What follows belongs to an exercise in optimizing a design on an open flow for small area; a production flow would make more cautious choices. At most, simulation tests tie the RTL to the original design; equivalence was not proved.

==> flow/design.v (excerpt) <==
module pulse_oximeter (
    input             CLK,
    input             rst_n,
    input             Find_Setting,
    input      [7:0]  V_ADC,
    output reg [6:0]  DC_Comp,
    output reg [3:0]  PGA_Gain,
    output reg        LED_IR,
    output reg        LED_RED,
    output reg [19:0] Out_IR,
    output reg [19:0] Out_RED
);
    wire       clk = CLK;
    wire [7:0] Vppg = V_ADC;
    reg        clk_filter;
    wire       en = !clk_filter;
    localparam S0 = 4'b0110,
               S1 = 4'b0000, S9 = 4'b0001, S2 = 4'b0010, S3 = 4'b0011,
               S4 = 4'b0100, S8 = 4'b0101,
               S5 = 4'b1000, S11 = 4'b1001, S6 = 4'b1010, S7 = 4'b1011,
               S10 = 4'b1101;
    reg [3:0] State;
    reg [8:0] cnt;
    reg [6:0] Oth_DC;
    reg [3:0] Oth_Gain;
    wire ir_on = State[3];
    wire [2:0] step = State[2:0];
    wire run  = (step == 3'b101);
    wire half = ir_on;
    wire clip = ir_on ? ((Vppg < 8'd21) | (Vppg > 8'd250))
                      : ((Vppg < 8'd4)  | (Vppg > 8'd250));
    wire low  = Vppg < 8'd150;
    wire [8:0] cnt_next = {cnt[7:0], ~(cnt[8] ^ cnt[4])};
    wire c2   = cnt[1];                      
    wire c4   = cnt[3];                      
    wire c475 = (cnt == 9'b110100001);
    wire q0   = ~cnt[0];                     
    wire qodd = (cnt[0] & ~cnt[1]) | (cnt[2] & ~cnt[3]);    
    wire q023 = ~cnt[0] | (cnt[1] & ~cnt[3]);               
    wire clip_end = (step == 3'b011) & clip;    
    wire toggle   = run & c4;                   
    wire swap     = (clip_end & ir_on) | toggle;
    wire cap_red  = (clip_end & ir_on) | (toggle & ir_on);
  ...
clock: 15.0 ns
lec_check: 0
cap_margin: 20
core_margin: 2
core_utilization: 85
place_density: 0.9
slew_margin: 20
synth_hierarchical: 1
standard.sh (not shown) runs the stock make flow with config.mk's settings and CLKGATE_MAP_FILE= SYNTH_SCRIPT=/design/flow/synth_recipe.tcl, a recipe that flattens the netlist after the stock synthesis.
==> flow/flow/run.sh <==
#!/bin/bash
# The standard layout (standard.sh), with two changes: the port buffers are
# made from the smallest buffer cell, and the clock tree's sink buffers are
# clkbuf_8 (below a clkbuf_16 root), without dummy loads.
set -e
export BUFFER_PORTS_ARGS="-buffer_cell sky130_fd_sc_hd__buf_1"
export CTS_ARGS='-sink_clustering_enable -repair_clock_nets -root_buf sky130_fd_sc_hd__clkbuf_16 -buf_list {sky130_fd_sc_hd__clkbuf_8} -sink_buffer_max_cap_derate 0.3 -dont_use_dummy_load'
bash standard.sh > standard.log 2>&1
The baseline passed the timing, DRC and antenna checks.
Rerun with:
==> flow/flow/run.sh (replaced) <==
#!/bin/bash
# The standard layout (standard.sh), with two changes: the port buffers are
# made from the smallest buffer cell, and the clock tree may use clkbuf_8 as
# well as clkbuf_16, in smaller sink clusters, without dummy loads.
set -e
export BUFFER_PORTS_ARGS="-buffer_cell sky130_fd_sc_hd__buf_1"
export CTS_ARGS='-sink_clustering_enable -repair_clock_nets -root_buf sky130_fd_sc_hd__clkbuf_16 -buf_list {sky130_fd_sc_hd__clkbuf_8 sky130_fd_sc_hd__clkbuf_16} -sink_clustering_size 10 -sink_clustering_max_diameter 40 -dont_use_dummy_load'
bash standard.sh > standard.log 2>&1
Settings changed: CORE_UTILIZATION 85 to 65, PLACE_DENSITY 0.9 to not set.
The new run passed the timing, DRC and antenna checks.
Worst setup slack is better by 0.47 ns.
Clock skew goes down by 0.010 ns.
Synthesized cell count does not change.
Synthesized area stays the same.
Rerun with:
--- a/flow/flow/run.sh
+++ b/flow/flow/run.sh
@@ -7 +7 @@
-export CTS_ARGS='-sink_clustering_enable -repair_clock_nets -root_buf sky130_fd_sc_hd__clkbuf_16 -buf_list {sky130_fd_sc_hd__clkbuf_8 sky130_fd_sc_hd__clkbuf_16} -sink_clustering_size 10 -sink_clustering_max_diameter 40 -dont_use_dummy_load'
+export CTS_ARGS='-sink_clustering_enable -repair_clock_nets -root_buf sky130_fd_sc_hd__clkbuf_16 -buf_list {sky130_fd_sc_hd__clkbuf_8} -sink_buffer_max_cap_derate 0.3 -dont_use_dummy_load'
Settings changed: CORE_UTILIZATION 65 to 75, PLACE_DENSITY set to 0.8.
Result: Wire length went up by 0.48%; area after synthesis does not change; hold slack got worse by 0.0088 ns; non-clock buffer count is higher by 1; global-route usage grows by 3.9 points; die area goes down by 13%; register-to-register slack gets worse by 0.19 ns; count of clock-buffer cells in the layout is unchanged; clock skew goes up by 0.013 ns.

== lane 4 ==
pulse_oximeter, a different RTL version from the one above (not shown whole).
For scale: ~190 flip-flops.
export LEC_CHECK = 0
export CAP_MARGIN = 20
export CORE_MARGIN = 2
export CORE_UTILIZATION = 65
export CTS_BUF_LIST = sky130_fd_sc_hd__clkbuf_4 sky130_fd_sc_hd__clkbuf_8 sky130_fd_sc_hd__clkbuf_16
export SLEW_MARGIN = 20
export SYNTH_HIERARCHICAL = 1
create_clock -name core_clock -period 15.0 [get_ports {CLK}]
run.sh (not shown) runs the stock make flow with config.mk's settings and CLKGATE_MAP_FILE= SYNTH_SCRIPT=/design/flow/synth_recipe.tcl, a recipe that flattens the netlist after the stock synthesis.
Stock flow here: none of the scripts above is used.
What lane 2 does differently from lane 4 at the input level:
Settings: setting CTS_CLUSTER_SIZE to 12 for the first time; changing CTS_BUF_LIST from sky130_fd_sc_hd__clkbuf_4 sky130_fd_sc_hd__clkbuf_8 sky130_fd_sc_hd__clkbuf_16 to sky130_fd_sc_hd__clkbuf_8.
[summary]
First-pass GRT wire length sits lower in lane 2 than in lane 4.
[compare] base=lane 4 new=lane 2: clock network contribution to total cell area dropped 1.1 points, area occupied by registers shows no meaningful change, post-route worst hold slack went up.
Diff lane 4..lane 2 | area after synthesis | unchanged
Delta(detailed-route wire length per cell, lane 2 - lane 4) < 0
Lane 2 vs lane 4: end-of-flow core utilization down in lane 2
Lane 2 vs lane 4: area overhead of the layout relative to synthesis down in lane 2
Function was not checked in any run of this note: the RTL went through the layout flow alone.

-- port drivers added, routing unchanged --
The flow's constraints put no driver on any port. The routed layouts listed below were extracted and timed again, unchanged, in two steps. Step 1 assumes that a clkbuf_16 drives the clock port and a buf_2 every other input. Step 2 adds t to the input delays and takes it off the output delays; t is the mean of the earliest and latest rising clock arrival at the registers after step 1. Input paths then give back, and output paths get back, about the clock's delay inside the block. a / b / c = no drivers / after step 1 / after step 2; a / b = the first two.
run | t, ns | setup WS [ns] | clock arrival spread, ns | cell pins on the clock port's net
the first run of note 1 | 0.441 | 2.279 / 2.279 / 2.279 | 0.036 / 0.036 | 1
the second run of note 1 | 0.477 | 2.749 / 2.749 / 2.749 | 0.029 / 0.030 | 1
the third run of note 1 | 0.422 | 2.559 / 2.559 / 2.559 | 0.039 / 0.039 | 1
lane 4 | 0.494 | 3.221 / 3.221 / 3.221 | 0.021 / 0.021 | 1
lane 2 | 0.514 | 3.233 / 3.233 / 3.233 | 0.019 / 0.019 | 1
After both steps every run listed still meets setup and hold.
